What follows belongs to an exercise in optimizing a design on an open flow for small area and a short achievable clock period; a production flow would make more cautious choices.
Where RTL was checked, it was by simulation tests only, not by an equivalence proof against the original.
No functional check of the RTL was part of run 1.
No activity file was given, so power comes from the tool's default toggle rates.

==> flow/design.v <==
module fpadder( input [15:0] A_59, input [15:0] B_59, input clk_59, input rst_59, output reg [15:0] C_59);
function [1:0] cmp_gt;   
  input [14:0] a, b;
  reg [15:0] G, E;
  integer i, k;
  begin
    G = {1'b0, a & ~b};
    E = {1'b1, ~((a & ~b) | (~a & b))};
    for (k = 1; k < 16; k = k * 2)
      for (i = 0; i + k < 16; i = i + 2 * k) begin
        G[i] = G[i + k] | (E[i + k] & G[i]);
        E[i] = E[i + k] & E[i];
      end
    cmp_gt = {G[0], E[0]};
  end
endfunction
wire [5:0] dab = {1'b0, A_59[14:10]} - {1'b0, B_59[14:10]};
wire [5:0] dba = {1'b0, B_59[14:10]} - {1'b0, A_59[14:10]};
wire [3:0] sab = dab[3:0] | {4{dab[4]}};
wire [3:0] sba = dba[3:0] | {4{dba[4]}};
wire [1:0] c5  = {dba[5], dab == 6'd0};   
wire [1:0] cf = cmp_gt({5'd0, A_59[9:0]}, {5'd0, B_59[9:0]});
wire [1:0] c15 = {c5[1] | (c5[0] & cf[1]), 1'b0};
reg        agb1, sa1, sb1;
reg [4:0]  e1;
reg [9:0]  fa1, fb1;
reg [3:0]  sh1;
always @(posedge clk_59) begin
  agb1 <= c15[1];
  sa1  <= A_59[15];
  sb1  <= B_59[15];
  e1   <= c5[1] ? A_59[14:10] : B_59[14:10];
  fa1  <= A_59[9:0];
  fb1  <= B_59[9:0];
  sh1  <= c5[1] ? sab : sba;
end
wire        zero = ~|{sa1, sb1, e1, fa1, fb1};
wire [9:0]  fs  = agb1 ? fb1 : fa1;
wire        sub = sa1 ^ sb1;
wire [10:0] y   = ({~zero, fs} >> sh1) ^ {11{sub}};
reg        s2, sub2;
reg [4:0]  e2;
reg [9:0]  fg2;
reg [10:0] y2;
always @(posedge clk_59) begin
  s2   <= agb1 ? sa1 : sb1;
  sub2 <= sub;
  e2   <= e1;
  fg2  <= agb1 ? fa1 : fb1;
  y2   <= y;
end
wire [11:0] S = {2'b01, fg2} + {sub2, y2} + {11'd0, sub2};
reg        s3;
reg [4:0]  e3;
reg [11:0] S3;
always @(posedge clk_59) begin
  s3 <= s2; e3 <= e2; S3 <= S;
end
reg [11:1] h;
reg [4:0]  adj;      
integer j;
always @(*) begin
  h = 11'd0;
  for (j = 1; j <= 11; j = j + 1)
    h[j] = S3[j] & ~|(S3[11:1] >> j);
  casez (S3[11:1])
    11'b1??????????: adj = 5'd1;
    11'b01?????????: adj = 5'd0;
    11'b001????????: adj = -5'd1;
    11'b0001???????: adj = -5'd2;
    11'b00001??????: adj = -5'd3;
    11'b000001?????: adj = -5'd4;
    11'b0000001????: adj = -5'd5;
    11'b00000001???: adj = -5'd6;
    11'b000000001??: adj = -5'd7;
    11'b0000000001?: adj = -5'd8;
    11'b00000000001: adj = -5'd9;
    default:         adj = 5'd0;
  endcase
end
wire [21:0] sp = {S3, 10'd0};
reg  [9:0]  frac;
integer k;
always @(*) begin
  frac = {9'd0, ~|S3[11:1] & S3[0]};
  for (k = 0; k < 10; k = k + 1)
    for (j = 1; j <= 11; j = j + 1)
      frac[k] = frac[k] | (h[j] & sp[j + k]);
end
always @(posedge clk_59) begin
  C_59 <= {s3, e3 + adj, frac};
end
endmodule
==> flow/flow/run.sh <==
#!/bin/bash
# Standard layout with: ports buffered by plain buffers instead of delay cells;
# adders left to ABC instead of extracted into full/half-adder cells; a clock
# tree of smaller buffers without dummy loads; and
# the ABC area script mapping to a delay target (flow/abc.script).
set -euo pipefail
export BUFFER_PORTS_ARGS="-buffer_cell sky130_fd_sc_hd__buf_1"
export ADDER_MAP_FILE=
export CTS_ARGS="-sink_clustering_enable -repair_clock_nets -dont_use_dummy_load -root_buf sky130_fd_sc_hd__clkbuf_8 -buf_list sky130_fd_sc_hd__clkbuf_4 -sink_clustering_size 20"
mkdir -p scripts
for f in "$FLOW_HOME"/scripts/*; do ln -sfn "$f" scripts/; done
rm -f scripts/abc_area.script
cp flow/abc.script scripts/abc_area.script
export SCRIPTS_DIR="$PWD/scripts"
bash standard.sh > standard_flow.log 2>&1
==> flow/flow/abc.script <==
strash
dch
map -D 1000
topo
stime -c
buffer -c
upsize -c
dnsize -c
==> flow/standard.sh <==
#!/bin/bash
# synth_recipe.tcl (not shown) runs the flow's synth.tcl, then flattens the netlist and writes it again
# the make line also repeats each setting of config.mk as NAME=value (left out here)
make -C /OpenROAD-flow-scripts/flow DESIGN_CONFIG=/design/flow/config.mk WORK_HOME=/design/flow/orfs CLKGATE_MAP_FILE= SYNTH_SCRIPT=/design/flow/synth_recipe.tcl "${@:-finish}"
==> flow/config.mk <==
export PLATFORM = sky130hd
export DESIGN_NAME = fpadder
export DESIGN_NICKNAME = fpadder
export VERILOG_FILES = /design/flow/design.v
export SDC_FILE = /design/flow/constraint.sdc
export NUM_CORES = 4
export LEC_CHECK = 0
export ABC_AREA = 1
export CAP_MARGIN = 20
export CORE_MARGIN = 2
export CORE_UTILIZATION = 40
export SETUP_SLACK_MARGIN = 1.9
export SLEW_MARGIN = 20
==> flow/constraint.sdc <==
create_clock -name core_clock -period 3.8 [get_ports {clk_59}]
set_input_delay 0.7600 -clock core_clock [delete_from_list [all_inputs] [get_ports {clk_59}]]
set_output_delay 0.7600 -clock core_clock [all_outputs]
set_load 0.01 [all_outputs]
==> impl_metrics.xml, run 1 <==
<?xml version="1.0" encoding="UTF-8"?>
<metrics>
  <group name="route">
    <metric name="avgRoutedWirePerCell" unit="microns">12.8</metric>
    <metric name="postRouteAntennaNets" unit="">0</metric>
    <metric name="detail_route.vias_per_cell" unit="">5.10</metric>
    <metric name="via_count" unit="">4110</metric>
    <metric name="drt-initial-drc-count" unit="">203</metric>
    <metric name="drt-total-wl" unit="microns">10300</metric>
    <metric name="detail_route.first_pass.iterations" unit="">5</metric>
    <metric name="remaining_drc_errors" unit="">0</metric>
  </group>
  <group name="timing">
    <metric name="finalHoldViolations" unit="">0</metric>
    <metric name="fmax" unit="GHz">0.536</metric>
    <metric name="worst-slew-pin-transition" unit="ns">0.696</metric>
    <metric name="finClkSkew" unit="ns">0.0263</metric>
    <metric name="final.min_clock_period" unit="ns">1.86</metric>
    <metric name="setup_viol" unit="">0</metric>
    <metric name="final_setup_tns" unit="ns">0</metric>
    <metric name="setup_repair_after_global_routing_missed_its_margin" unit="">true</metric>
    <metric name="post-route-period-util" unit="%">49.1</metric>
    <metric name="setup_slack" unit="ns">1.94</metric>
    <metric name="max-slew-margin-rel" unit="%">53.4</metric>
    <metric name="slew_viol_final" unit="">0</metric>
  </group>
  <group name="critical_path">
    <metric name="crit_type" unit="">reg2reg</metric>
    <metric name="cp-end-kind" unit="">register</metric>
    <metric name="timing.critical_path.max_delay_family" unit="">simple AND/OR/NAND/NOR gates</metric>
    <metric name="critPathRequiredTime" unit="ns">4.04</metric>
    <metric name="critical_path.max_stage_delay" unit="ns">0.36</metric>
    <metric name="crit_buf_inv" unit="">0</metric>
    <metric name="critical_path.max_fanout" unit="">8</metric>
    <metric name="cp_slowest_cell" unit="">sky130_fd_sc_hd__dfxtp_4</metric>
    <metric name="setup.worst_path.start_class" unit="">register</metric>
    <metric name="worstPathArrival" unit="ns">2.11</metric>
    <metric name="critical_path.cell_chain" unit="">nor2_4 &gt; nand3_4 &gt; nor2_4 &gt; nand4_1 &gt; nand4_2 &gt; nand3b_4 &gt; nand4_1 &gt; o211ai_1 &gt; nand2_1</metric>
  </group>
  <group name="power_and_ir_drop">
    <metric name="p_leak" unit="nW">2.27</metric>
    <metric name="total_power" unit="W">0.00325</metric>
    <metric name="power_per_standard_cell_area" unit="nW/um^2">612</metric>
    <metric name="worst_vdd_rail_ir_drop" unit="mV">0.240</metric>
  </group>
  <group name="placement">
    <metric name="number_of_buffers_added_on_ports" unit="">48</metric>
    <metric name="dpl.cell_count" unit="">779</metric>
    <metric name="dp_slack" unit="ns">1.39</metric>
    <metric name="routabilityCongestion" unit="">0.881</metric>
    <metric name="dp_hpwl" unit="microns">7840</metric>
  </group>
  <group name="min_path">
    <metric name="holdCritPathClass" unit="">reg2reg</metric>
  </group>
  <group name="synth">
    <metric name="netlist_instances" unit="">601</metric>
    <metric name="per_instance_average_area_after_synthesis" unit="sq um">7.50</metric>
    <metric name="netlist_top_cells_area" unit="">sky130_fd_sc_hd__dfxtp_1 42%, sky130_fd_sc_hd__nand2_1 8.4%, sky130_fd_sc_hd__inv_1 6.2%</metric>
    <metric name="synth_fp_nets" unit="">635</metric>
    <metric name="synth-warning-count" unit="">1</metric>
    <metric name="number_of_enable_type_register_cells_in_the_synthesized_netlist" unit="">0</metric>
    <metric name="synth_most_common_cell" unit="">sky130_fd_sc_hd__nand2_1</metric>
    <metric name="synth_top_flop_cell" unit="">sky130_fd_sc_hd__dfxtp_1</metric>
    <metric name="synthesis.area" unit="sq um">4510</metric>
    <metric name="netlist_top_cells_count" unit="">101 x sky130_fd_sc_hd__nand2_1, 94 x sky130_fd_sc_hd__dfxtp_1, 74 x sky130_fd_sc_hd__inv_1</metric>
    <metric name="yosysSeqAreaShare" unit="%">41.8</metric>
    <metric name="postSynthRegisterBits" unit="">94</metric>
    <metric name="postSynth.asyncResetShare" unit="%">0</metric>
    <metric name="post_synth_num_cell_types" unit="">49</metric>
    <metric name="yosys.area.top_type" unit="">sky130_fd_sc_hd__dfxtp_1</metric>
    <metric name="post-synth-top-area-fraction" unit="%">41.8</metric>
  </group>
  <group name="global_route">
    <metric name="global_route.overflow_total" unit="">0</metric>
    <metric name="first_global_vias" unit="">3618</metric>
    <metric name="wire_length_of_the_first_global_routing_pass" unit="microns">16600</metric>
    <metric name="number_of_antenna_violations_at_the_first_check_in_global_routing" unit="">0</metric>
    <metric name="pin_count_of_the_biggest_net_entering_global_routing" unit="">33</metric>
    <metric name="gr_usage_total" unit="%">17.5</metric>
  </group>
  <group name="cells_and_area">
    <metric name="antenna_cells_inserted" unit="">0</metric>
    <metric name="finish.cell_count_without_fillers" unit="">806</metric>
    <metric name="n_fill_cell" unit="">1106</metric>
    <metric name="final_layout_size_suffix_gt1_share" unit="%">13.7</metric>
    <metric name="seqCellArea" unit="sq um">1900</metric>
    <metric name="finish.utilization" unit="%">48.5</metric>
    <metric name="layout-area-overhead-vs-synth" unit="%">17.7</metric>
    <metric name="final_net_count" unit="">702</metric>
    <metric name="area_of_the_multi_input_gates" unit="sq um">2490</metric>
  </group>
  <group name="cts">
    <metric name="clock_path_buffers" unit="">2</metric>
    <metric name="cts_made_buffers" unit="">9</metric>
    <metric name="ctsHtreeMaxLevel" unit="">3</metric>
    <metric name="clk_pin_slew_worst_paths" unit="ns">0.07</metric>
    <metric name="worstSkewPairLatency" unit="ns">0.36</metric>
    <metric name="cts.root.buffer_cell" unit="">sky130_fd_sc_hd__clkbuf_8</metric>
    <metric name="cts_tree" unit="">yes</metric>
    <metric name="cts.sinks" unit="">94</metric>
  </group>
  <group name="floorplanning">
    <metric name="core.rowCount" unit="">38</metric>
    <metric name="chipHeight" unit="microns">110</metric>
    <metric name="start_util" unit="%">41.2</metric>
    <metric name="placeable_core_area" unit="sq um">10900</metric>
    <metric name="fp.dieArea" unit="sq um">12100</metric>
    <metric name="top_ports" unit="">50</metric>
    <metric name="die_w" unit="microns">110</metric>
  </group>
  <group name="run_status">
    <metric name="status" unit="">no timing/DRC/antenna violations</metric>
  </group>
  <group name="run">
    <metric name="cap_violations" unit="">0</metric>
  </group>
</metrics>
-- area by class of cell --
cell class              count  area share (%)
multi-input cells         419            46.9
flip-flops and latches     94            35.9
clock buffers               9            2.34
well taps                 140            3.30
inverters                  77            5.47
repair buffers             67            6.11
-- cell families (layout without fill, tap and decap cells) --
group / after synthesis / after routing / synth area share [%]
xor gates and xnor gates: 34 / 34 / 6.61
and+or+nand+nor: 238 / 238 / 23.7
AOI/OAI and AO/OA: 146 / 146 / 20.1
muxes: 1 / 1 / 0.222
DFF: 94 / 94 / 41.8
buffers and inverters: 88 / 153 / 7.61
-- final timing paths --
path | from | end | slack, ns | depth (start not counted)
worst max-delay path | S3[11] | C_59[14] | 1.94 | 9
worst min-delay path | s3 | C_59[15] | 0.33 | 0
worst max register to register | S3[11] | C_59[14] | 1.94 | 9
worst min register to register | s3 | C_59[15] | 0.33 | 0
-- cell usage in the layout, fill, tap and decap left out, drive strengths merged --
cell type	instances
a31oi	10
o21bai	2
nand3b	5
o22ai	12
nand2	103
nor3	13
xor2	21
a22oi	7
a41oi	1
or2	4
nand3	23
clkbuf	10
a32oi	1
a211oi	3
a31o	1
nor2	72
a21boi	1
o2111ai	6
dfxtp	94
nand4	8
o21a	4
and2	4
buf	66
o211ai	4
clkinv	1
xnor2	13
nor4	5
a21oi	33
inv	76
a221oi	7
o31ai	2
mux2i	1
o21ai	48
o221ai	4
and3	1
-- power by group --
group	internal (W)	switching, W	total (W)
clock	0.000213	0.000296	0.000509
combinational	0.000498	0.000789	0.00129
sequential	0.00124	0.000211	0.00145
-- worst reg2reg max path, delay by kind of cell (launching register included) --
kind / cells / cell delay [ns]
AO/OA/AOI/OAI: 1 / 0.19
flip-flops: 1 / 0.36
AND/OR/NAND/NOR: 8 / 1.23
-- flip-flops by register name, indices dropped and copies added (netlist names), 4 cells and up --
signal  cells
C_59       16
S3         12
e1          5
e2          5
e3          5
fa1        10
fb1        10
fg2        10
sh1         4
y2         11
-- per-layer routing --
layer	GRT usage [%]	part of all wire (%)	up-vias
li1	-	-	2158
met1	23.5	47	1833
met2	28.1	47	107
met3	3.41	4.4	12
met4	6.25	1.4	0
met5	0	0	-
-- metrics by stage --
| stage | hold slack (ns) | instance area (sq um) |
|---|---|---|
| 2_1_floorplan | 0.310 | 4540 |
| 4_1_cts | 0.331 | 5040 |
| 5_1_grt | 0.341 | 5300 |
| 3_5_place_dp | 0.312 | 4850 |
| 6_report | 0.328 | 5300 |
| 3_3_place_gp | 0.310 | 4850 |
-- what timing repair did --
action	4_1_cts	5_1_grt
gates resized for setup	12	41
pin swaps	3	12
setup endpoints to repair	15	22
setup buffers	4	14
hold buffers	0	0
==> run 2: changes to the inputs <==
--- a/flow/design.v
+++ b/flow/design.v
@@ -14,13 +14,13 @@
     cmp_gt = {G[0], E[0]};
   end
 endfunction
-wire [5:0] dab = {1'b0, A_59[14:10]} - {1'b0, B_59[14:10]};
-wire [5:0] dba = {1'b0, B_59[14:10]} - {1'b0, A_59[14:10]};
-wire [3:0] sab = dab[3:0] | {4{dab[4]}};
-wire [3:0] sba = dba[3:0] | {4{dba[4]}};
-wire [1:0] c5  = {dba[5], dab == 6'd0};   
+wire [1:0] c5  = cmp_gt({10'd0, A_59[14:10]}, {10'd0, B_59[14:10]});
 wire [1:0] cf = cmp_gt({5'd0, A_59[9:0]}, {5'd0, B_59[9:0]});
 wire [1:0] c15 = {c5[1] | (c5[0] & cf[1]), 1'b0};
+wire       zero = ~|{A_59, B_59};
+wire [4:0] dab = A_59[14:10] - B_59[14:10];
+wire [4:0] dba = B_59[14:10] - A_59[14:10];
+wire [4:0] d   = c5[1] ? dab : dba;
 reg        agb1, sa1, sb1;
 reg [4:0]  e1;
 reg [9:0]  fa1, fb1;
@@ -32,12 +32,11 @@
   e1   <= c5[1] ? A_59[14:10] : B_59[14:10];
   fa1  <= A_59[9:0];
   fb1  <= B_59[9:0];
-  sh1  <= c5[1] ? sab : sba;
+  sh1  <= d[3:0] | {4{d[4] | zero}};
 end
-wire        zero = ~|{sa1, sb1, e1, fa1, fb1};
 wire [9:0]  fs  = agb1 ? fb1 : fa1;
 wire        sub = sa1 ^ sb1;
-wire [10:0] y   = ({~zero, fs} >> sh1) ^ {11{sub}};
+wire [10:0] y   = ({1'b1, fs} >> sh1) ^ {11{sub}};
 reg        s2, sub2;
 reg [4:0]  e2;
 reg [9:0]  fg2;
==> flow/flow/abc.script (replaced) <==
strash
dch
map -D 800
topo
stime -c
buffer -c
upsize -c
dnsize -c
==> run 2 against run 1 <==
  * Synthesized cell count increased by 6.2%
  * Via count increased by 2.8%
  * Critical endpoint is now C_59[13]
  * Combinational power about the same
  * Cell count increased by 3.1%
  * Cell area decreased by 2.6%
  * Utilization decreased by 3.1 points
  * Worst hold slack improved by 0.00060 ns
  * Clock skew decreased by 0.011 ns
  * Sequential share of layout area increased by 0.69 points
  * Clock power decreased by 2%
  * Largest cell class unchanged
  * Sequential cell count unchanged
==> impl_metrics.xml, run 2 <==
<?xml version="1.0" encoding="UTF-8"?>
<metrics>
  <group name="floorplanning">
    <metric name="start_util" unit="%">41.0</metric>
    <metric name="placeable_core_area" unit="sq um">11400</metric>
    <metric name="fp.dieArea" unit="sq um">12500</metric>
    <metric name="chipHeight" unit="microns">112</metric>
    <metric name="core.rowCount" unit="">39</metric>
    <metric name="die_w" unit="microns">112</metric>
    <metric name="top_ports" unit="">50</metric>
  </group>
  <group name="timing">
    <metric name="finalHoldViolations" unit="">0</metric>
    <metric name="slew_viol_final" unit="">0</metric>
    <metric name="setup_repair_after_global_routing_missed_its_margin" unit="">true</metric>
    <metric name="worst-slew-pin-transition" unit="ns">0.526</metric>
    <metric name="setup_viol" unit="">0</metric>
    <metric name="max-slew-margin-rel" unit="%">64.7</metric>
    <metric name="final.min_clock_period" unit="ns">1.83</metric>
    <metric name="setup_slack" unit="ns">1.97</metric>
    <metric name="fmax" unit="GHz">0.547</metric>
    <metric name="finClkSkew" unit="ns">0.0154</metric>
    <metric name="final_setup_tns" unit="ns">0</metric>
    <metric name="post-route-period-util" unit="%">48.1</metric>
    <metric name="final_worst_hold_slack" unit="ns">0.329</metric>
  </group>
  <group name="cts">
    <metric name="cts.root.buffer_cell" unit="">sky130_fd_sc_hd__clkbuf_8</metric>
    <metric name="cts_made_buffers" unit="">9</metric>
    <metric name="cts.sinks" unit="">94</metric>
    <metric name="clk_pin_slew_worst_paths" unit="ns">0.08</metric>
    <metric name="cts_tree" unit="">yes</metric>
    <metric name="clock_path_buffers" unit="">2</metric>
    <metric name="ctsHtreeMaxLevel" unit="">3</metric>
    <metric name="worstSkewPairLatency" unit="ns">0.35</metric>
  </group>
  <group name="cells_and_area">
    <metric name="largestRegisters" unit="">C_59 x16, S3 x12, y2 x11</metric>
    <metric name="layout_common_cells" unit="">138 x sky130_fd_sc_hd__nand2_1, 91 x sky130_fd_sc_hd__dfxtp_1, 86 x sky130_fd_sc_hd__inv_1, 60 x sky130_fd_sc_hd__nor2_1, 48 x sky130_fd_sc_hd__buf_1</metric>
    <metric name="largest_register_ff_count" unit="">16</metric>
    <metric name="antenna_cells_inserted" unit="">0</metric>
    <metric name="finish.cell_count_without_fillers" unit="">831</metric>
    <metric name="layout.cells.most_common" unit="">sky130_fd_sc_hd__nand2_1</metric>
    <metric name="n_fill_cell" unit="">1175</metric>
    <metric name="final_net_count" unit="">724</metric>
    <metric name="layout-area-overhead-vs-synth" unit="%">10.9</metric>
    <metric name="final_layout_size_suffix_gt1_share" unit="%">6.69</metric>
    <metric name="registers.top_by_ff_count" unit="">C_59</metric>
  </group>
  <group name="global_route">
    <metric name="wire_length_of_the_first_global_routing_pass" unit="microns">18400</metric>
    <metric name="number_of_antenna_violations_at_the_first_check_in_global_routing" unit="">0</metric>
    <metric name="global_route.overflow_total" unit="">0</metric>
    <metric name="pin_count_of_the_biggest_net_entering_global_routing" unit="">36</metric>
    <metric name="gr_usage_total" unit="%">17.9</metric>
    <metric name="first_global_vias" unit="">4003</metric>
  </group>
  <group name="synth">
    <metric name="number_of_enable_type_register_cells_in_the_synthesized_netlist" unit="">0</metric>
    <metric name="synth_most_common_cell" unit="">sky130_fd_sc_hd__nand2_1</metric>
    <metric name="synth-warning-count" unit="">1</metric>
    <metric name="postSynthRegisterBits" unit="">94</metric>
    <metric name="post_synth_num_cell_types" unit="">55</metric>
    <metric name="post-synth-top-area-fraction" unit="%">40.4</metric>
    <metric name="synth_fp_nets" unit="">672</metric>
    <metric name="postSynth.asyncResetShare" unit="%">0</metric>
    <metric name="netlist_top_cells_area" unit="">sky130_fd_sc_hd__dfxtp_1 40%, sky130_fd_sc_hd__nand2_1 11%, sky130_fd_sc_hd__inv_1 6.9%</metric>
    <metric name="synthesis.area" unit="sq um">4660</metric>
    <metric name="netlist_instances" unit="">638</metric>
    <metric name="netlist_top_cells_count" unit="">139 x sky130_fd_sc_hd__nand2_1, 94 x sky130_fd_sc_hd__dfxtp_1, 86 x sky130_fd_sc_hd__inv_1</metric>
    <metric name="synth_top_flop_cell" unit="">sky130_fd_sc_hd__dfxtp_1</metric>
    <metric name="yosysSeqAreaShare" unit="%">40.4</metric>
    <metric name="yosys.area.top_type" unit="">sky130_fd_sc_hd__dfxtp_1</metric>
    <metric name="per_instance_average_area_after_synthesis" unit="sq um">7.30</metric>
  </group>
  <group name="critical_path">
    <metric name="setup.worst_path.start_class" unit="">register</metric>
    <metric name="reg2reg_setup_slack" unit="ns">1.97</metric>
    <metric name="worstPathArrival" unit="ns">2.06</metric>
    <metric name="cp_slowest_cell" unit="">sky130_fd_sc_hd__dfxtp_1</metric>
    <metric name="crit_type" unit="">reg2reg</metric>
    <metric name="critical_path.cell_chain" unit="">nor2_4 &gt; nand3_1 &gt; o21a_1 &gt; nand4_1 &gt; a31oi_4 &gt; o2111ai_1 &gt; nand2_1</metric>
    <metric name="critical_path.max_stage_delay" unit="ns">0.43</metric>
    <metric name="crit_buf_inv" unit="">0</metric>
    <metric name="critPathRequiredTime" unit="ns">4.03</metric>
    <metric name="critical_path.max_fanout" unit="">6</metric>
    <metric name="cp-end-kind" unit="">register</metric>
    <metric name="timing.critical_path.max_delay_family" unit="">simple AND/OR/NAND/NOR gates</metric>
  </group>
  <group name="route">
    <metric name="detail_route.first_pass.iterations" unit="">5</metric>
    <metric name="avgRoutedWirePerCell" unit="microns">13.2</metric>
    <metric name="remaining_drc_errors" unit="">0</metric>
    <metric name="postRouteAntennaNets" unit="">0</metric>
    <metric name="detail_route.vias_per_cell" unit="">5.09</metric>
    <metric name="drt-total-wl" unit="microns">11000</metric>
    <metric name="drt-initial-drc-count" unit="">241</metric>
    <metric name="via_count" unit="">4226</metric>
  </group>
  <group name="run">
    <metric name="cap_violations" unit="">0</metric>
  </group>
  <group name="power_and_ir_drop">
    <metric name="net-switching-power" unit="W">0.00136</metric>
    <metric name="power_per_standard_cell_area" unit="nW/um^2">635</metric>
    <metric name="clkPwrFrac" unit="%">15.2</metric>
    <metric name="power.internal" unit="W">0.00192</metric>
    <metric name="sequentialPowerShare" unit="%">45.1</metric>
    <metric name="power.switching_fraction" unit="%">41.4</metric>
    <metric name="worst_vdd_rail_ir_drop" unit="mV">0.235</metric>
    <metric name="p_leak" unit="nW">2.35</metric>
    <metric name="total_power" unit="W">0.00328</metric>
    <metric name="combinational_fraction_of_design_power" unit="%">39.7</metric>
  </group>
  <group name="placement">
    <metric name="dpl.cell_count" unit="">818</metric>
    <metric name="dp_slack" unit="ns">1.40</metric>
    <metric name="dp_hpwl" unit="microns">8560</metric>
    <metric name="number_of_buffers_added_on_ports" unit="">48</metric>
    <metric name="routabilityCongestion" unit="">0.923</metric>
  </group>
  <group name="min_path">
    <metric name="holdCritPathClass" unit="">reg2reg</metric>
  </group>
  <group name="run_status">
    <metric name="status" unit="">no timing/DRC/antenna violations</metric>
  </group>
</metrics>
## run 2: cell types whose count changed in the layout (fill, tap and decap cells not counted), moves of 4 or more
cell and delta:
sky130_fd_sc_hd__nor3_1 -5, sky130_fd_sc_hd__inv_2 -6, sky130_fd_sc_hd__a31oi_1 -5, sky130_fd_sc_hd__inv_1 +16
sky130_fd_sc_hd__buf_4 -14, sky130_fd_sc_hd__o221ai_1 +5, sky130_fd_sc_hd__xnor2_1 -4, sky130_fd_sc_hd__nand4_1 +14
sky130_fd_sc_hd__nand2_1 +42, sky130_fd_sc_hd__dfxtp_1 +7, sky130_fd_sc_hd__dfxtp_2 -5
## run 2: kinds of logic (layout without fill, tap and decap cells)
family                   after synthesis  in the layout  share of synthesized area, %
multiplexers                           1              1                         0.215
AND/OR/NAND/NOR                      273            273                          26.2
AO/OA/AOI/OAI                        143            143                          19.6
adder cells (fa/ha/maj)                1              1                         0.215
flip-flops                            94             94                          40.4
XOR/XNOR                              26             26                          4.89
buffers and inverters                100            150                          8.44
## run 2: power groups by stage
stage / Sequential [W] / Clock [W] / Combinational (W)
final: 0.00148 / 0.000497 / 0.00130
after global routing: 0.00151 / 0.000562 / 0.00146
after CTS: 0.00147 / 0.000529 / 0.00128
after detailed placement: 0.00149 / 0 / 0.00127
after global placement: 0.00150 / 0 / 0.00127
after floorplan: 0.00143 / 0 / 0.000982
## run 2: path summary, 6_finish.rpt
path         cells after the start       end  start
max reg2reg                      7  C_59[13]  S3[9]
max                              7  C_59[13]  S3[9]
min                              0     e3[3]  e2[3]
min reg2reg                      0     e3[3]  e2[3]
## run 2: area by class of cell
cell class,instances,area [sq um],share of cell area (%)
Multi-Input combinational cell,444,2420,46.9
Sequential cell,94,1890,36.5
Inverter,88,333,6.44
Timing Repair Buffer,53,218,4.21
Tap cell,143,179,3.46
Clock buffer,9,124,2.40
## run 2: per-stage QoR
step / area, sq um / util [%]
4_1_cts: 5120 / 45.0
3_5_place_dp: 4960 / 43.7
3_3_place_gp: 4960 / 43.7
2_1_floorplan: 4660 / -
6_report: 5170 / 45.4
5_1_grt: 5170 / 45.4
## run 2: timing repair
action / CTS / global route
setup buffers: 3 / 1
gates resized for setup: 2 / 14
pin swaps: 1 / 3
hold buffers: 0 / 0
setup endpoints to repair: 13 / 15
## run 2: per-layer routing
layer	part of all wire, %	track usage, %	wire [microns]
met3	4.0	3.70	435
met1	47	22.2	5130
met4	1.7	6.75	188
met2	48	30.6	5230
met5	0	0	0
==> run 3: changes to the inputs <==
==> flow/flow/abc.script (replaced) <==
strash
dch
map -D 900
topo
stime -c
buffer -c
upsize -c
dnsize -c
==> run 3 against run 2 <==
  * Die area decreased by 1.1%
  * Clock power about the same
  * Clock skew rose by 0.0095 ns
==> impl_metrics.xml, run 3 <==
<?xml version="1.0" encoding="UTF-8"?>
<metrics>
  <group name="run_status">
    <metric name="status" unit="">no timing/DRC/antenna violations</metric>
  </group>
  <group name="synth">
    <metric name="number_of_enable_type_register_cells_in_the_synthesized_netlist" unit="">0</metric>
    <metric name="synth-warning-count" unit="">1</metric>
    <metric name="main_combinational_cell_family_by_area_after_synthesis" unit="">simple AND/OR/NAND/NOR gates</metric>
    <metric name="post-synth-top-area-fraction" unit="%">40.9</metric>
    <metric name="yosysSeqAreaShare" unit="%">40.9</metric>
    <metric name="post_synth_num_cell_types" unit="">53</metric>
    <metric name="yosys.area.top_type" unit="">sky130_fd_sc_hd__dfxtp_1</metric>
    <metric name="synth_fp_nets" unit="">639</metric>
    <metric name="netlist_instances" unit="">605</metric>
    <metric name="postSynthRegisterBits" unit="">94</metric>
    <metric name="per_instance_average_area_after_synthesis" unit="sq um">7.61</metric>
    <metric name="synth-compound-area-share" unit="%">21.2</metric>
    <metric name="netlist_top_cells_area" unit="">sky130_fd_sc_hd__dfxtp_1 41%, sky130_fd_sc_hd__nand2_1 9.0%, sky130_fd_sc_hd__inv_1 6.2%</metric>
    <metric name="synth_top_flop_cell" unit="">sky130_fd_sc_hd__dfxtp_1</metric>
    <metric name="synth_most_common_cell" unit="">sky130_fd_sc_hd__nand2_1</metric>
    <metric name="synth_simple_gate_area_share" unit="%">23.2</metric>
    <metric name="postSynth.asyncResetShare" unit="%">0</metric>
    <metric name="synthAdderAreaFrac" unit="%">0.435</metric>
    <metric name="synthesis.area" unit="sq um">4610</metric>
    <metric name="netlist_top_cells_count" unit="">110 x sky130_fd_sc_hd__nand2_1, 94 x sky130_fd_sc_hd__dfxtp_1, 76 x sky130_fd_sc_hd__inv_1</metric>
    <metric name="synthMuxAreaShare" unit="%">0</metric>
    <metric name="post_synth_xor_area_fraction" unit="%">5.90</metric>
  </group>
  <group name="global_route">
    <metric name="first_global_vias" unit="">3882</metric>
    <metric name="wire_length_of_the_first_global_routing_pass" unit="microns">17600</metric>
    <metric name="global_route.overflow_total" unit="">0</metric>
    <metric name="number_of_antenna_violations_at_the_first_check_in_global_routing" unit="">0</metric>
    <metric name="gr_usage_total" unit="%">17.4</metric>
    <metric name="pin_count_of_the_biggest_net_entering_global_routing" unit="">34</metric>
  </group>
  <group name="timing">
    <metric name="fmax" unit="GHz">0.561</metric>
    <metric name="post-route-period-util" unit="%">46.9</metric>
    <metric name="final_setup_tns" unit="ns">0</metric>
    <metric name="finClkSkew" unit="ns">0.0249</metric>
    <metric name="finalHoldViolations" unit="">0</metric>
    <metric name="final.min_clock_period" unit="ns">1.78</metric>
    <metric name="worst-slew-pin-transition" unit="ns">0.537</metric>
    <metric name="final_worst_hold_slack" unit="ns">0.327</metric>
    <metric name="slew_viol_final" unit="">0</metric>
    <metric name="max-slew-margin-rel" unit="%">63.9</metric>
    <metric name="setup_repair_after_global_routing_missed_its_margin" unit="">false</metric>
    <metric name="setup_viol" unit="">0</metric>
  </group>
  <group name="route">
    <metric name="drt-initial-drc-count" unit="">166</metric>
    <metric name="via_count" unit="">4101</metric>
    <metric name="postRouteAntennaNets" unit="">0</metric>
    <metric name="detail_route.vias_per_cell" unit="">5.16</metric>
    <metric name="detail_route.first_pass.iterations" unit="">5</metric>
    <metric name="avgRoutedWirePerCell" unit="microns">12.9</metric>
    <metric name="remaining_drc_errors" unit="">0</metric>
    <metric name="drt-total-wl" unit="microns">10200</metric>
  </group>
  <group name="cells_and_area">
    <metric name="largestRegisters" unit="">C_59 x16, S3 x12, y2 x11</metric>
    <metric name="n_fill_cell" unit="">1175</metric>
    <metric name="finish.utilization" unit="%">45.1</metric>
    <metric name="antenna_cells_inserted" unit="">0</metric>
    <metric name="area_of_the_multi_input_gates" unit="sq um">2390</metric>
    <metric name="final_layout_size_suffix_gt1_share" unit="%">8.74</metric>
    <metric name="largest_register_ff_count" unit="">16</metric>
    <metric name="layout_common_cells" unit="">108 x sky130_fd_sc_hd__nand2_1, 87 x sky130_fd_sc_hd__dfxtp_1, 75 x sky130_fd_sc_hd__inv_1, 50 x sky130_fd_sc_hd__o21ai_0, 48 x sky130_fd_sc_hd__buf_1</metric>
    <metric name="seqCellArea" unit="sq um">1890</metric>
    <metric name="layout.cells.most_common" unit="">sky130_fd_sc_hd__nand2_1</metric>
    <metric name="registers.top_by_ff_count" unit="">C_59</metric>
    <metric name="layout-area-overhead-vs-synth" unit="%">10.9</metric>
    <metric name="final_net_count" unit="">688</metric>
  </group>
  <group name="power_and_ir_drop">
    <metric name="worst_vdd_rail_ir_drop" unit="mV">0.225</metric>
    <metric name="power_per_standard_cell_area" unit="nW/um^2">640</metric>
    <metric name="total_power" unit="W">0.00327</metric>
    <metric name="p_leak" unit="nW">2.26</metric>
  </group>
  <group name="critical_path">
    <metric name="worst_r2r_path_depth" unit="">6</metric>
    <metric name="worstPathArrival" unit="ns">2.04</metric>
    <metric name="setup.worst_path.start_class" unit="">primary input</metric>
    <metric name="critical_path.max_fanout" unit="">4</metric>
    <metric name="critPathRequiredTime" unit="ns">4.06</metric>
    <metric name="crit_type" unit="">in2reg</metric>
    <metric name="cp-end-kind" unit="">register</metric>
  </group>
  <group name="placement">
    <metric name="number_of_buffers_added_on_ports" unit="">48</metric>
    <metric name="dp_hpwl" unit="microns">8040</metric>
    <metric name="routabilityCongestion" unit="">0.895</metric>
  </group>
  <group name="cts">
    <metric name="cts.root.buffer_cell" unit="">sky130_fd_sc_hd__clkbuf_8</metric>
    <metric name="clk_pin_slew_worst_paths" unit="ns">0.07</metric>
    <metric name="cts_made_buffers" unit="">9</metric>
    <metric name="ctsHtreeMaxLevel" unit="">3</metric>
    <metric name="clock_path_buffers" unit="">2</metric>
    <metric name="worstSkewPairLatency" unit="ns">0.36</metric>
    <metric name="cts_tree" unit="">yes</metric>
    <metric name="cts.sinks" unit="">94</metric>
  </group>
  <group name="floorplanning">
    <metric name="core.rowCount" unit="">39</metric>
    <metric name="placeable_core_area" unit="sq um">11300</metric>
    <metric name="die_w" unit="microns">111</metric>
    <metric name="chipHeight" unit="microns">111</metric>
    <metric name="top_ports" unit="">50</metric>
    <metric name="start_util" unit="%">40.7</metric>
    <metric name="fp.dieArea" unit="sq um">12400</metric>
  </group>
  <group name="run">
    <metric name="cap_violations" unit="">0</metric>
  </group>
  <group name="min_path">
    <metric name="worst_hold_path.num_cells" unit="">0</metric>
    <metric name="holdCritPathClass" unit="">reg2reg</metric>
  </group>
</metrics>
run 3: cell count changes in the layout (fill, tap and decap cells not counted), moves of 6 or more:
cell	before	now
sky130_fd_sc_hd__nand4_1	21	12
sky130_fd_sc_hd__o21ai_0	43	50
sky130_fd_sc_hd__nor2_1	60	44
sky130_fd_sc_hd__nand2_1	138	108
sky130_fd_sc_hd__o21ai_1	6	13
sky130_fd_sc_hd__inv_1	86	75
sky130_fd_sc_hd__inv_2	0	6
run 3: path summary, 6_finish.rpt:
path,start,endpoint,slack (ns)
min,e2[0],e3[0],0.33
max reg2reg,S3[6],C_59[14],2.04
max,A_59[5],sh1[3],2.02
min reg2reg,e2[0],e3[0],0.33
run 3: cell families after synthesis:
group | Yosys count
AOI/OAI and AO/OA | 156
xor gates and xnor gates | 31
adders and majority gates | 2
buffers and inverters | 96
DFF | 94
and+or+nand+nor | 226
run 3: timing repair:
item | CTS | global route
gates resized for setup | 4 | 18
setup buffers | 2 | 1
hold buffers | 0 | 0
pin swaps | 1 | 0
gates cloned | 0 | 0
endpoints found under the hold margin | 0 | 0
setup endpoints to repair | 17 | 18
run 3: layout make-up:
type | instances | share of cell area, %
Inverter | 81 | 5.95
Tap cell | 143 | 3.50
Timing Repair Buffer | 53 | 4.38
Clock buffer | 9 | 2.42
Multi-Input combinational cell | 415 | 46.7
Sequential cell | 94 | 37.0
run 3: per-stage QoR:
stage	cells	setup WS [ns]	area [sq um]
finish	795	2.02	5110
global route	795	1.91	5110
CTS	793	1.86	5040
detailed placement	782	1.35	4890
global placement	782	1.36	4890
floorplan	605	1.94	4610
run 3: power by group:
part	internal, W	total [W]	switching [W]
sequential	0.00125	0.00149	0.000241
combinational	0.000476	0.00129	0.000810
clock	0.000212	0.000499	0.000287
total	0.00194	0.00327	0.00134
run 3: worst max-delay path, cell delays in order:
cell                        delay, ns
sky130_fd_sc_hd__buf_1           0.12
sky130_fd_sc_hd__nor4_1          0.53
sky130_fd_sc_hd__nand4_1         0.16
sky130_fd_sc_hd__or2_2           0.36
sky130_fd_sc_hd__o2111ai_1       0.11
run 3: layer usage:
layer / part of all wire (%) / routed length (microns) / GRT usage (%) / up-vias
met1: 44 / 4510 / 20.8 / 1809
met2: 50 / 5090 / 30.7 / 116
met5: 0 / 0 / 0 / -
met3: 4.3 / 438 / 3.23 / 21
met4: 1.8 / 188 / 7.41 / 0
li1: - / - / - / 2155
==> run 4: changes to the inputs <==
==> flow/flow/abc.script (replaced) <==
strash
balance
rewrite
refactor
balance
rewrite
rewrite -z
balance
refactor -z
rewrite -z
balance
dch
map -D 1000
topo
stime -c
buffer -c
upsize -c
dnsize -c
==> run 4 against run 3 <==
  * Cell area decreased by 1.2%
  * Largest power group unchanged
  * Fmax down 4.8%
  * Still clean on timing, DRC and antenna
  * Largest cell class unchanged
  * Cell count decreased by 2.6%
  * Clock power up 2%
  * Clock skew is 0.013 ns lower
  * Worst hold slack better by 0.0013 ns
  * Count of clock-buffer cells in the layout unchanged
  * Sequential share of layout area is 0.42 points higher
  * Via count is 3.9% lower
  * Area after synthesis down 5.8%
==> impl_metrics.xml, run 4 <==
<?xml version="1.0" encoding="UTF-8"?>
<metrics>
  <group name="synth">
    <metric name="yosysSeqAreaShare" unit="%">43.4</metric>
    <metric name="synth-compound-area-share" unit="%">19.9</metric>
    <metric name="post_synth_xor_area_fraction" unit="%">4.44</metric>
    <metric name="post_synth_num_cell_types" unit="">52</metric>
    <metric name="main_combinational_cell_family_by_area_after_synthesis" unit="">simple AND/OR/NAND/NOR gates</metric>
    <metric name="synth_fp_nets" unit="">607</metric>
    <metric name="per_instance_average_area_after_synthesis" unit="sq um">7.57</metric>
    <metric name="netlist_top_cells_count" unit="">146 x sky130_fd_sc_hd__nand2_1, 94 x sky130_fd_sc_hd__dfxtp_1, 60 x sky130_fd_sc_hd__inv_1</metric>
    <metric name="postSynthRegisterBits" unit="">94</metric>
    <metric name="number_of_enable_type_register_cells_in_the_synthesized_netlist" unit="">0</metric>
    <metric name="synth_top_flop_cell" unit="">sky130_fd_sc_hd__dfxtp_1</metric>
    <metric name="synthAdderAreaFrac" unit="%">0</metric>
    <metric name="post-synth-top-area-fraction" unit="%">43.4</metric>
    <metric name="synth_simple_gate_area_share" unit="%">24.8</metric>
    <metric name="synthesis.area" unit="sq um">4340</metric>
    <metric name="netlist_instances" unit="">573</metric>
    <metric name="yosys.area.top_type" unit="">sky130_fd_sc_hd__dfxtp_1</metric>
    <metric name="postSynth.asyncResetShare" unit="%">0</metric>
    <metric name="netlist_top_cells_area" unit="">sky130_fd_sc_hd__dfxtp_1 43%, sky130_fd_sc_hd__nand2_1 13%, sky130_fd_sc_hd__inv_1 5.2%</metric>
    <metric name="synth_most_common_cell" unit="">sky130_fd_sc_hd__nand2_1</metric>
    <metric name="synth-warning-count" unit="">1</metric>
    <metric name="synthMuxAreaShare" unit="%">0</metric>
  </group>
  <group name="cts">
    <metric name="clk_pin_slew_worst_paths" unit="ns">0.08</metric>
    <metric name="worstSkewPairLatency" unit="ns">0.35</metric>
    <metric name="cts_tree" unit="">yes</metric>
    <metric name="ctsHtreeMaxLevel" unit="">3</metric>
    <metric name="cts.root.buffer_cell" unit="">sky130_fd_sc_hd__clkbuf_8</metric>
    <metric name="cts.sinks" unit="">94</metric>
    <metric name="clock_path_buffers" unit="">2</metric>
    <metric name="hold_buffers" unit="">0</metric>
    <metric name="cts_made_buffers" unit="">9</metric>
  </group>
  <group name="timing">
    <metric name="max-slew-margin-rel" unit="%">58.7</metric>
    <metric name="final.min_clock_period" unit="ns">1.87</metric>
    <metric name="fmax" unit="GHz">0.534</metric>
    <metric name="finClkSkew" unit="ns">0.0121</metric>
    <metric name="setup_repair_after_global_routing_missed_its_margin" unit="">true</metric>
    <metric name="worst-slew-pin-transition" unit="ns">0.611</metric>
    <metric name="setup_viol" unit="">0</metric>
    <metric name="post-route-period-util" unit="%">49.3</metric>
    <metric name="final_setup_tns" unit="ns">0</metric>
    <metric name="slew_viol_final" unit="">0</metric>
    <metric name="finalHoldViolations" unit="">0</metric>
  </group>
  <group name="placement">
    <metric name="placed_area" unit="sq um">4660</metric>
    <metric name="dp_hpwl" unit="microns">7380</metric>
    <metric name="number_of_buffers_added_on_ports" unit="">48</metric>
    <metric name="routabilityCongestion" unit="">0.953</metric>
  </group>
  <group name="floorplanning">
    <metric name="core.rowCount" unit="">38</metric>
    <metric name="die_w" unit="microns">108</metric>
    <metric name="top_ports" unit="">50</metric>
    <metric name="fp.dieArea" unit="sq um">11700</metric>
    <metric name="placeable_core_area" unit="sq um">10700</metric>
    <metric name="chipHeight" unit="microns">108</metric>
    <metric name="start_util" unit="%">40.5</metric>
  </group>
  <group name="route">
    <metric name="via_count" unit="">3941</metric>
    <metric name="remaining_drc_errors" unit="">0</metric>
    <metric name="detail_route.first_pass.iterations" unit="">5</metric>
    <metric name="postRouteAntennaNets" unit="">0</metric>
    <metric name="drt-total-wl" unit="microns">9770</metric>
    <metric name="avgRoutedWirePerCell" unit="microns">12.6</metric>
    <metric name="detail_route.vias_per_cell" unit="">5.09</metric>
    <metric name="drt-initial-drc-count" unit="">139</metric>
  </group>
  <group name="global_route">
    <metric name="gr_usage_total" unit="%">17.4</metric>
    <metric name="first_global_vias" unit="">3502</metric>
    <metric name="wire_length_of_the_first_global_routing_pass" unit="microns">16000</metric>
    <metric name="pin_count_of_the_biggest_net_entering_global_routing" unit="">29</metric>
    <metric name="global_route.overflow_total" unit="">0</metric>
    <metric name="number_of_antenna_violations_at_the_first_check_in_global_routing" unit="">0</metric>
  </group>
  <group name="cells_and_area">
    <metric name="layout.cells.most_common" unit="">sky130_fd_sc_hd__nand2_1</metric>
    <metric name="seqCellArea" unit="sq um">1890</metric>
    <metric name="area_of_the_multi_input_gates" unit="sq um">2280</metric>
    <metric name="n_fill_cell" unit="">1091</metric>
    <metric name="finish.utilization" unit="%">47.2</metric>
    <metric name="post-route-cell-area" unit="sq um">5050</metric>
    <metric name="registers.top_by_ff_count" unit="">C_59</metric>
    <metric name="largestRegisters" unit="">C_59 x16, S3 x12, y2 x11</metric>
    <metric name="final_net_count" unit="">670</metric>
    <metric name="largest_register_ff_count" unit="">16</metric>
    <metric name="final_layout_size_suffix_gt1_share" unit="%">12.5</metric>
    <metric name="layout_common_cells" unit="">143 x sky130_fd_sc_hd__nand2_1, 88 x sky130_fd_sc_hd__dfxtp_1, 60 x sky130_fd_sc_hd__inv_1, 45 x sky130_fd_sc_hd__buf_1, 41 x sky130_fd_sc_hd__nor2_1</metric>
    <metric name="layout-area-overhead-vs-synth" unit="%">16.4</metric>
    <metric name="antenna_cells_inserted" unit="">0</metric>
  </group>
  <group name="power_and_ir_drop">
    <metric name="power.switching_fraction" unit="%">39.7</metric>
    <metric name="p_leak" unit="nW">2.25</metric>
    <metric name="combinational_fraction_of_design_power" unit="%">39.5</metric>
    <metric name="sequentialPowerShare" unit="%">44.6</metric>
    <metric name="worst_vdd_rail_ir_drop" unit="mV">0.205</metric>
    <metric name="net-switching-power" unit="W">0.00127</metric>
    <metric name="clkPwrFrac" unit="%">15.9</metric>
    <metric name="power.internal" unit="W">0.00193</metric>
    <metric name="power_per_standard_cell_area" unit="nW/um^2">633</metric>
  </group>
  <group name="critical_path">
    <metric name="critPathRequiredTime" unit="ns">4.04</metric>
    <metric name="crit_type" unit="">reg2reg</metric>
    <metric name="critical_path.max_fanout" unit="">6</metric>
    <metric name="worstPathArrival" unit="ns">2.11</metric>
    <metric name="cp-end-kind" unit="">register</metric>
    <metric name="reg2reg_setup_slack" unit="ns">1.93</metric>
    <metric name="setup.worst_path.start_class" unit="">register</metric>
  </group>
  <group name="min_path">
    <metric name="holdCritPathClass" unit="">reg2reg</metric>
  </group>
  <group name="run_status">
    <metric name="status" unit="">no timing/DRC/antenna violations</metric>
  </group>
  <group name="run">
    <metric name="cap_violations" unit="">0</metric>
  </group>
</metrics>
==> run 4: cell families after synthesis <==
group	Yosys count
buffers and inverters	81
DFF	94
AOI/OAI and AO/OA	128
and+or+nand+nor	248
xor gates and xnor gates	22
==> run 4: path summary, 6_finish.rpt <==
kind,cells past startpoint,start,endpoint
hold reg to reg,0,e2[4],e3[4]
setup / recovery,8,S3[7],C_59[13]
setup reg to reg,8,S3[7],C_59[13]
hold / removal,0,e2[4],e3[4]
==> run 4: per-layer routing <==
metal / track usage [%] / share of wire, %
met3: 3.68 / 5.1
met1: 20.5 / 44
met4: 10.3 / 3.8
met5: 0 / 0
met2: 29.0 / 47
==> run 4: per-stage QoR <==
stage / worst slack [ns] / total power [W] / std cells / hold slack [ns]
6_report: 1.93 / 0.00319 / 774 / 0.328
4_1_cts: 1.88 / 0.00308 / 760 / 0.329
5_1_grt: 1.80 / 0.00343 / 774 / 0.334
2_1_floorplan: 1.92 / 0.00226 / 573 / 0.310
3_3_place_gp: 1.49 / 0.00255 / 751 / 0.311
3_5_place_dp: 1.47 / 0.00255 / 751 / 0.312
==> run 4: power by group through the flow <==
stage	Sequential, W	Combinational, W	Clock [W]
detailed placement	0.00143	0.00111	0
finish	0.00142	0.00126	0.000508
CTS	0.00141	0.00114	0.000529
global route	0.00146	0.00142	0.000562
global placement	0.00144	0.00111	0
floorplan	0.00140	0.000855	0
==> run 4: layout make-up <==
class                           count  area share [%]
Timing Repair Buffer               63            6.12
Tap cell                          140            3.47
Clock buffer                        9            2.45
Sequential cell                    94            37.5
Inverter                           69            5.28
Multi-Input combinational cell    399            45.2
==> run 4: critical path, cell delays in order, from the launching register on <==
cell	delay [ns]
sky130_fd_sc_hd__dfxtp_2	0.36
sky130_fd_sc_hd__inv_2	0.12
sky130_fd_sc_hd__nand4_4	0.14
sky130_fd_sc_hd__nor3_4	0.35
sky130_fd_sc_hd__nand3_4	0.16
sky130_fd_sc_hd__a31oi_4	0.26
sky130_fd_sc_hd__a21oi_4	0.10
sky130_fd_sc_hd__o2111ai_1	0.18
sky130_fd_sc_hd__nand2_1	0.07
==> run 4: repair_timing <==
action	4_1_cts	5_1_grt
pin swaps	0	10
buffers inserted	0	13
gates resized for setup	9	38
endpoints found under the setup margin	8	21
gates cloned	0	1
==> run 5: changes to the inputs <==
==> flow/flow/abc.script (replaced) <==
strash
dch
map -D 1000
topo
stime -c
buffer -c
upsize -c
dnsize -c
--- a/flow/config.mk
+++ b/flow/config.mk
@@ -9,5 +9,5 @@
 export CAP_MARGIN = 20
 export CORE_MARGIN = 2
 export CORE_UTILIZATION = 40
-export SETUP_SLACK_MARGIN = 1.9
+export SETUP_SLACK_MARGIN = 2.0
 export SLEW_MARGIN = 20
==> run 5 against run 4 <==
  * Area after synthesis grew 4.2%
  * First-iteration DRC count decreased by 4.3%
  * Clock power barely moved
  * Setup slack gained 0.11 ns
  * Via count is 0.91% lower
  * Combinational power increased by 18%
  * Power up 8.8%
==> impl_metrics.xml, run 5 <==
<?xml version="1.0" encoding="UTF-8"?>
<metrics>
  <group name="cells_and_area">
    <metric name="registers.top_by_ff_count" unit="">C_59</metric>
    <metric name="antenna_cells_inserted" unit="">0</metric>
    <metric name="layout-area-overhead-vs-synth" unit="%">16.2</metric>
    <metric name="final_net_count" unit="">665</metric>
    <metric name="largest_register_ff_count" unit="">16</metric>
    <metric name="final_layout_size_suffix_gt1_share" unit="%">17.3</metric>
    <metric name="layout.cells.most_common" unit="">sky130_fd_sc_hd__nand2_1</metric>
    <metric name="post-route-cell-area" unit="sq um">5250</metric>
    <metric name="largestRegisters" unit="">C_59 x16, S3 x12, y2 x11</metric>
    <metric name="layout_common_cells" unit="">96 x sky130_fd_sc_hd__nand2_1, 84 x sky130_fd_sc_hd__dfxtp_1, 57 x sky130_fd_sc_hd__o21ai_0, 56 x sky130_fd_sc_hd__inv_1, 45 x sky130_fd_sc_hd__nor2_1</metric>
  </group>
  <group name="cts">
    <metric name="worstSkewPairLatency" unit="ns">0.36</metric>
    <metric name="cts.root.buffer_cell" unit="">sky130_fd_sc_hd__clkbuf_8</metric>
    <metric name="ctsHtreeMaxLevel" unit="">3</metric>
    <metric name="hold_buffers" unit="">0</metric>
    <metric name="cts_tree" unit="">yes</metric>
    <metric name="cts.sinks" unit="">94</metric>
    <metric name="clk_pin_slew_worst_paths" unit="ns">0.08</metric>
    <metric name="clock_path_buffers" unit="">2</metric>
    <metric name="cts_made_buffers" unit="">9</metric>
  </group>
  <group name="run_status">
    <metric name="status" unit="">no timing/DRC/antenna violations</metric>
  </group>
  <group name="route">
    <metric name="avgRoutedWirePerCell" unit="microns">13.3</metric>
    <metric name="detail_route.vias_per_cell" unit="">5.08</metric>
    <metric name="postRouteAntennaNets" unit="">0</metric>
    <metric name="remaining_drc_errors" unit="">0</metric>
    <metric name="drt-total-wl" unit="microns">10200</metric>
    <metric name="drt-met1-wl" unit="microns">4570</metric>
    <metric name="via_count" unit="">3905</metric>
    <metric name="detail_route.first_pass.iterations" unit="">4</metric>
    <metric name="maxUsedRoutingLayer" unit="">met4</metric>
    <metric name="drt-initial-drc-count" unit="">133</metric>
    <metric name="dr_wl_met3" unit="microns">397</metric>
    <metric name="dr_wl_met2" unit="microns">5070</metric>
  </group>
  <group name="critical_path">
    <metric name="reg_to_reg_startpoint" unit="">S3[11]</metric>
    <metric name="crit_type" unit="">reg2reg</metric>
    <metric name="crit_path_end" unit="">C_59[14]</metric>
    <metric name="crit_buf_inv" unit="">2</metric>
    <metric name="setup.worst_path.start_class" unit="">register</metric>
    <metric name="startpoint" unit="">S3[11]</metric>
    <metric name="critical_path.max_fanout" unit="">8</metric>
    <metric name="timing.rr.end" unit="">C_59[14]</metric>
    <metric name="worstPathArrival" unit="ns">2.00</metric>
    <metric name="critical_path.max_stage_delay" unit="ns">0.35</metric>
    <metric name="critical_path.cell_chain" unit="">nor2_4 &gt; inv_2 &gt; nor2_4 &gt; inv_2 &gt; nand4_1 &gt; nand4_1 &gt; o211ai_1 &gt; nand2_1</metric>
    <metric name="timing.critical_path.max_delay_family" unit="">simple AND/OR/NAND/NOR gates</metric>
    <metric name="crit_cells" unit="">8</metric>
    <metric name="reg2reg_setup_slack" unit="ns">2.04</metric>
    <metric name="worst_r2r_path_depth" unit="">8</metric>
    <metric name="cp-end-kind" unit="">register</metric>
    <metric name="critPathRequiredTime" unit="ns">4.04</metric>
    <metric name="cp_slowest_cell" unit="">sky130_fd_sc_hd__dfxtp_2</metric>
  </group>
  <group name="power_and_ir_drop">
    <metric name="power.internal" unit="W">0.00202</metric>
    <metric name="power.switching_fraction" unit="%">41.8</metric>
    <metric name="net-switching-power" unit="W">0.00145</metric>
    <metric name="p_leak" unit="nW">2.21</metric>
    <metric name="clkPwrFrac" unit="%">14.7</metric>
    <metric name="worst_vdd_rail_ir_drop" unit="mV">0.289</metric>
    <metric name="power_per_standard_cell_area" unit="nW/um^2">662</metric>
    <metric name="sequentialPowerShare" unit="%">42.5</metric>
    <metric name="combinational_fraction_of_design_power" unit="%">42.8</metric>
  </group>
  <group name="placement">
    <metric name="number_of_buffers_added_on_ports" unit="">48</metric>
    <metric name="dp_hpwl" unit="microns">7790</metric>
    <metric name="placed_area" unit="sq um">4890</metric>
    <metric name="routabilityCongestion" unit="">0.902</metric>
  </group>
  <group name="run">
    <metric name="cap_violations" unit="">0</metric>
  </group>
  <group name="synth">
    <metric name="post-synth-top-area-fraction" unit="%">41.7</metric>
    <metric name="postSynthRegisterBits" unit="">94</metric>
    <metric name="synth_fp_nets" unit="">606</metric>
    <metric name="per_instance_average_area_after_synthesis" unit="sq um">7.90</metric>
    <metric name="number_of_enable_type_register_cells_in_the_synthesized_netlist" unit="">0</metric>
    <metric name="yosys.area.top_type" unit="">sky130_fd_sc_hd__dfxtp_1</metric>
    <metric name="yosysSeqAreaShare" unit="%">41.7</metric>
    <metric name="postSynth.asyncResetShare" unit="%">0</metric>
    <metric name="netlist_instances" unit="">572</metric>
    <metric name="netlist_top_cells_count" unit="">101 x sky130_fd_sc_hd__nand2_1, 94 x sky130_fd_sc_hd__dfxtp_1, 60 x sky130_fd_sc_hd__inv_1</metric>
    <metric name="synth-warning-count" unit="">1</metric>
    <metric name="synthesis.area" unit="sq um">4520</metric>
    <metric name="synth_top_flop_cell" unit="">sky130_fd_sc_hd__dfxtp_1</metric>
    <metric name="post_synth_num_cell_types" unit="">51</metric>
    <metric name="netlist_top_cells_area" unit="">sky130_fd_sc_hd__dfxtp_1 42%, sky130_fd_sc_hd__nand2_1 8.4%, sky130_fd_sc_hd__xor2_1 6.6%</metric>
    <metric name="synth_most_common_cell" unit="">sky130_fd_sc_hd__nand2_1</metric>
  </group>
  <group name="timing">
    <metric name="post-route-period-util" unit="%">46.4</metric>
    <metric name="worst-slew-pin-transition" unit="ns">0.500</metric>
    <metric name="max-slew-margin-rel" unit="%">66.4</metric>
    <metric name="setup_repair_after_global_routing_missed_its_margin" unit="">true</metric>
    <metric name="finClkSkew" unit="ns">0.0315</metric>
    <metric name="slew_viol_final" unit="">0</metric>
    <metric name="final.min_clock_period" unit="ns">1.76</metric>
    <metric name="finalHoldViolations" unit="">0</metric>
    <metric name="final_setup_tns" unit="ns">0</metric>
    <metric name="setup_viol" unit="">0</metric>
    <metric name="fmax" unit="GHz">0.568</metric>
  </group>
  <group name="global_route">
    <metric name="pin_count_of_the_biggest_net_entering_global_routing" unit="">29</metric>
    <metric name="global_route.overflow_total" unit="">0</metric>
    <metric name="number_of_antenna_violations_at_the_first_check_in_global_routing" unit="">0</metric>
    <metric name="wire_length_of_the_first_global_routing_pass" unit="microns">16500</metric>
    <metric name="first_global_vias" unit="">3542</metric>
    <metric name="gr_usage_total" unit="%">17.4</metric>
  </group>
  <group name="floorplanning">
    <metric name="chipHeight" unit="microns">110</metric>
    <metric name="die_w" unit="microns">110</metric>
    <metric name="placeable_core_area" unit="sq um">10900</metric>
    <metric name="core.rowCount" unit="">38</metric>
    <metric name="fp.dieArea" unit="sq um">12200</metric>
    <metric name="start_util" unit="%">41.3</metric>
    <metric name="top_ports" unit="">50</metric>
  </group>
  <group name="min_path">
    <metric name="holdCritPathClass" unit="">reg2reg</metric>
  </group>
</metrics>
run 5: cell types whose count changed after synthesis, moves of 7 or more:
cell	delta
sky130_fd_sc_hd__nand3_1	-7
sky130_fd_sc_hd__o21ai_0	+24
sky130_fd_sc_hd__nor2_4	+8
sky130_fd_sc_hd__xnor2_1	+8
sky130_fd_sc_hd__xor2_1	+14
sky130_fd_sc_hd__a21oi_1	+8
sky130_fd_sc_hd__nand2_1	-45
run 5: final cells by class:
type | instances | area, sq um
inverters | 72 | 309
repair buffers | 56 | 263
clock buffers | 9 | 124
well taps | 140 | 175
multi-input cells | 398 | 2480
fillers | 1114 | 5690
flip-flops and latches | 94 | 1900
run 5: metal layers:
metal	vias up	global-route usage (%)
met1	1732	21.4
met3	20	3.00
met4	0	7.59
met2	111	29.9
li1	2042	-
met5	-	0
run 5: power groups by stage:
| stage | combinational (W) | clock, W | sequential, W |
|---|---|---|---|
| 6_report | 0.00149 | 0.000511 | 0.00148 |
| 2_1_floorplan | 0.00103 | 0 | 0.00146 |
| 3_5_place_dp | 0.00137 | 0 | 0.00148 |
| 4_1_cts | 0.00138 | 0.000526 | 0.00145 |
| 5_1_grt | 0.00166 | 0.000571 | 0.00152 |
| 3_3_place_gp | 0.00137 | 0 | 0.00147 |
run 5: worst min path at each step:
| stage | start | end | slack, ns | cells past startpoint |
|---|---|---|---|---|
| global placement | s3 | C_59[15] | 0.31 | 0 |
| detailed placement | e2[4] | e3[4] | 0.31 | 0 |
| finish | e2[0] | e3[0] | 0.32 | 0 |
| CTS | e2[0] | e3[0] | 0.32 | 0 |
| floorplan | s3 | C_59[15] | 0.31 | 0 |
| global route | e2[0] | e3[0] | 0.33 | 0 |
run 5: repair_timing:
action	4_1_cts	5_1_grt
gates resized for setup	9	53
hold endpoints to repair	0	0
pin swaps	2	15
buffers inserted	2	4
endpoints found under the setup margin	18	18
run 5: logic make-up (layout without fill, tap and decap cells):
kind of cell,after synthesis,count (layout),synth area share [%]
compound gates,140,140,19.9
xor+xnor,44,44,8.53
buf+inv,80,137,6.95
flops,94,94,41.7
mux,2,2,0.443
simple gates,212,212,22.5
run 5: through the flow:
| stage | instances | total power, W | hold WS (ns) | util (%) | setup slack (ns) |
|---|---|---|---|---|---|
| CTS | 765 | 0.00336 | 0.315 | 46.2 | 1.99 |
| finish | 769 | 0.00348 | 0.316 | 48.0 | 2.04 |
| detailed placement | 754 | 0.00285 | 0.312 | 44.7 | 1.35 |
| global route | 769 | 0.00374 | 0.329 | 48.0 | 1.93 |
| global placement | 754 | 0.00284 | 0.310 | 44.7 | 1.40 |
| floorplan | 572 | 0.00249 | 0.310 | - | 1.92 |
run 5: worst register-to-register path, stage by stage (launching register included):
cell and delay (ns):
sky130_fd_sc_hd__dfxtp_2 0.35, sky130_fd_sc_hd__nor2_4 0.25, sky130_fd_sc_hd__inv_2 0.07, sky130_fd_sc_hd__nor2_4 0.24, sky130_fd_sc_hd__inv_2 0.12, sky130_fd_sc_hd__nand4_1 0.23, sky130_fd_sc_hd__nand4_1 0.16, sky130_fd_sc_hd__o211ai_1 0.19
sky130_fd_sc_hd__nand2_1 0.06
==> run 6: changes to the inputs <==
--- a/flow/config.mk
+++ b/flow/config.mk
@@ -9,5 +9,5 @@
 export CAP_MARGIN = 20
 export CORE_MARGIN = 2
 export CORE_UTILIZATION = 40
-export SETUP_SLACK_MARGIN = 2.0
+export SETUP_SLACK_MARGIN = 1.8
 export SLEW_MARGIN = 20
==> run 6 against run 5 <==
  * Clock skew down 0.0082 ns
  * Via count down 1.6%
  * Clock power down 0.8%
  * Area after synthesis unchanged
  * Fmax down 6.2%
  * Setup slack worse by 0.12 ns
  * First-iteration DRC count up 1.5%
  * Critical path type is now in2reg
  * Critical endpoint is now sh1[2]
  * Largest power group is now sequential cells
  * Highest routed layer unchanged
==> impl_metrics.xml, run 6 <==
<?xml version="1.0" encoding="UTF-8"?>
<metrics>
  <group name="power_and_ir_drop">
    <metric name="p_leak" unit="nW">2.11</metric>
    <metric name="worst_vdd_rail_ir_drop" unit="mV">0.238</metric>
    <metric name="power_per_standard_cell_area" unit="nW/um^2">668</metric>
  </group>
  <group name="global_route">
    <metric name="gr_usage_total" unit="%">17.5</metric>
    <metric name="pin_count_of_the_biggest_net_entering_global_routing" unit="">29</metric>
    <metric name="wire_length_of_the_first_global_routing_pass" unit="microns">16400</metric>
  </group>
  <group name="synth">
    <metric name="synth_fp_nets" unit="">606</metric>
    <metric name="netlist_instances" unit="">572</metric>
    <metric name="post-synth-top-area-fraction" unit="%">41.7</metric>
    <metric name="postSynthRegisterBits" unit="">94</metric>
    <metric name="synth_top_flop_cell" unit="">sky130_fd_sc_hd__dfxtp_1</metric>
    <metric name="netlist_top_cells_area" unit="">sky130_fd_sc_hd__dfxtp_1 42%, sky130_fd_sc_hd__nand2_1 8.4%, sky130_fd_sc_hd__xor2_1 6.6%</metric>
    <metric name="number_of_enable_type_register_cells_in_the_synthesized_netlist" unit="">0</metric>
  </group>
  <group name="cts">
    <metric name="cts.root.buffer_cell" unit="">sky130_fd_sc_hd__clkbuf_8</metric>
    <metric name="ctsHtreeMaxLevel" unit="">3</metric>
    <metric name="worstSkewPairLatency" unit="ns">0.36</metric>
    <metric name="cts.sinks" unit="">94</metric>
  </group>
  <group name="critical_path">
    <metric name="critical_path.cell_chain" unit="">buf_1 &gt; nor2_4 &gt; nor2_4 &gt; nand2_2 &gt; o211ai_2 &gt; o21ai_4 &gt; inv_6 &gt; o221a_4 &gt; o211ai_1</metric>
    <metric name="cp_slowest_cell" unit="">sky130_fd_sc_hd__o221a_4</metric>
    <metric name="cp-end-kind" unit="">register</metric>
    <metric name="critical_path.max_fanout" unit="">9</metric>
    <metric name="crit_type" unit="">in2reg</metric>
    <metric name="timing.rr.end" unit="">C_59[14]</metric>
    <metric name="worstPathArrival" unit="ns">2.10</metric>
  </group>
  <group name="timing">
    <metric name="setup_repair_after_global_routing_missed_its_margin" unit="">false</metric>
    <metric name="setup_slack" unit="ns">1.92</metric>
    <metric name="slew_viol_final" unit="">0</metric>
    <metric name="worst-slew-pin-transition" unit="ns">0.724</metric>
  </group>
  <group name="route">
    <metric name="via_count" unit="">3844</metric>
    <metric name="dr_wl_met2" unit="microns">4820</metric>
    <metric name="drt-met1-wl" unit="microns">4540</metric>
    <metric name="avgRoutedWirePerCell" unit="microns">13.0</metric>
    <metric name="remaining_drc_errors" unit="">0</metric>
    <metric name="dr_wl_met3" unit="microns">420</metric>
    <metric name="postRouteAntennaNets" unit="">0</metric>
    <metric name="drt-total-wl" unit="microns">9930</metric>
    <metric name="detail_route.first_pass.iterations" unit="">7</metric>
  </group>
  <group name="cells_and_area">
    <metric name="final_net_count" unit="">659</metric>
    <metric name="final_layout_size_suffix_gt1_share" unit="%">9.15</metric>
    <metric name="layout_common_cells" unit="">101 x sky130_fd_sc_hd__nand2_1, 92 x sky130_fd_sc_hd__dfxtp_1, 60 x sky130_fd_sc_hd__inv_1, 58 x sky130_fd_sc_hd__o21ai_0, 50 x sky130_fd_sc_hd__nor2_1</metric>
    <metric name="largest_register_ff_count" unit="">16</metric>
    <metric name="finish.utilization" unit="%">45.7</metric>
  </group>
  <group name="min_path">
    <metric name="worst_hold_path.num_cells" unit="">0</metric>
    <metric name="worst_hold_path.endpoint" unit="">e3[3]</metric>
  </group>
  <group name="floorplanning">
    <metric name="placeable_core_area" unit="sq um">10900</metric>
    <metric name="fp.dieArea" unit="sq um">12200</metric>
  </group>
  <group name="run_status">
    <metric name="status" unit="">no timing/DRC/antenna violations</metric>
  </group>
  <group name="placement">
    <metric name="dp_hpwl" unit="microns">7880</metric>
  </group>
  <group name="run">
    <metric name="cap_violations" unit="">0</metric>
  </group>
</metrics>
run 6: critical path, delay by kind of cell:
kind                   cells  cell delay, ns
and+or+nand+nor            3            0.39
buffers and inverters      2            0.31
AOI/OAI and AO/OA          4            0.63
run 6: worst max-delay path by stage:
stage | from | to | slack (ns) | cells after the start
final | A_59[12] | sh1[2] | 1.92 | 9
after global routing | A_59[12] | sh1[2] | 1.80 | 9
after CTS | A_59[12] | sh1[2] | 1.93 | 9
after detailed placement | A_59[12] | sh1[2] | 1.56 | 9
after global placement | A_59[12] | sh1[2] | 1.62 | 9
after floorplan | B_59[12] | sh1[2] | 1.86 | 9
run 6: routing by layer:
layer | GRT usage (%) | up-vias
met1 | 21.4 | 1723
met5 | 0 | -
li1 | - | 2023
met2 | 30.7 | 84
met3 | 2.88 | 14
met4 | 6.61 | 0
run 6: metrics by stage:
stage	instances	area (sq um)	power, W
detailed placement	753	4850	0.00284
global placement	753	4840	0.00284
floorplan	572	4520	0.00249
CTS	762	4970	0.00335
global route	763	4990	0.00361
finish	763	4990	0.00333
run 6: logic make-up after synthesis:
logic type,count (synthesis),synth area share [%]
muxes,2,0.443
DFF,94,41.7
buffers and inverters,80,6.95
AOI/OAI and AO/OA,140,19.9
xor gates and xnor gates,44,8.53
and+or+nand+nor,212,22.5
run 6: where the power goes:
group | leakage (nW) | switching, W | internal [W]
Combinational | 1.25 | 0.000874 | 0.000500
Sequential | 0.793 | 0.000200 | 0.00125
Clock | 0.0647 | 0.000294 | 0.000213
run 6: timing repair:
item / CTS / global route
hold buffers: 0 / 0
setup endpoints to repair: 3 / 5
endpoints found under the hold margin: 0 / 0
setup buffers: 0 / 1
resized for setup: 1 / 4
run 6: final cells by class:
cell class                      count  area [sq um]  share of cell area [%]
Inverter                           72           279                    5.59
Clock buffer                        9           124                    2.48
Multi-Input combinational cell    398          2330                    46.7
Timing Repair Buffer               50           195                    3.91
Tap cell                          140           175                    3.51
Sequential cell                    94          1890                    37.8

-- separate check: timing with driven ports --
How much do the figures lean on ideal ports? The routed layouts below were timed once more, with nothing changed but the port constraints.
Step 1, drivers: a clkbuf_16 drives clk_59 and a buf_2 each remaining input, both assumed.
Step 2 also shifts input and output timing later by t, the mid clock arrival at the registers, as if the neighbouring blocks saw the same clock.
a / b / c = ideal ports / drivers / drivers and shift; a / b = the first two.
run | t (ns) | slack for setup (ns)
run 1 | 0.380 | 1.935 / 1.935 / 1.653
run 2 | 0.378 | 1.973 / 1.973 / 1.682
run 3 | 0.377 | 2.018 / 2.030 / 1.653
run 4 | 0.379 | 1.928 / 1.928 / 1.600
run 5 | 0.379 | 2.038 / 2.038 / 1.693
run 6 | 0.378 | 1.922 / 1.928 / 1.550
After both steps setup and hold are still met in every run listed.
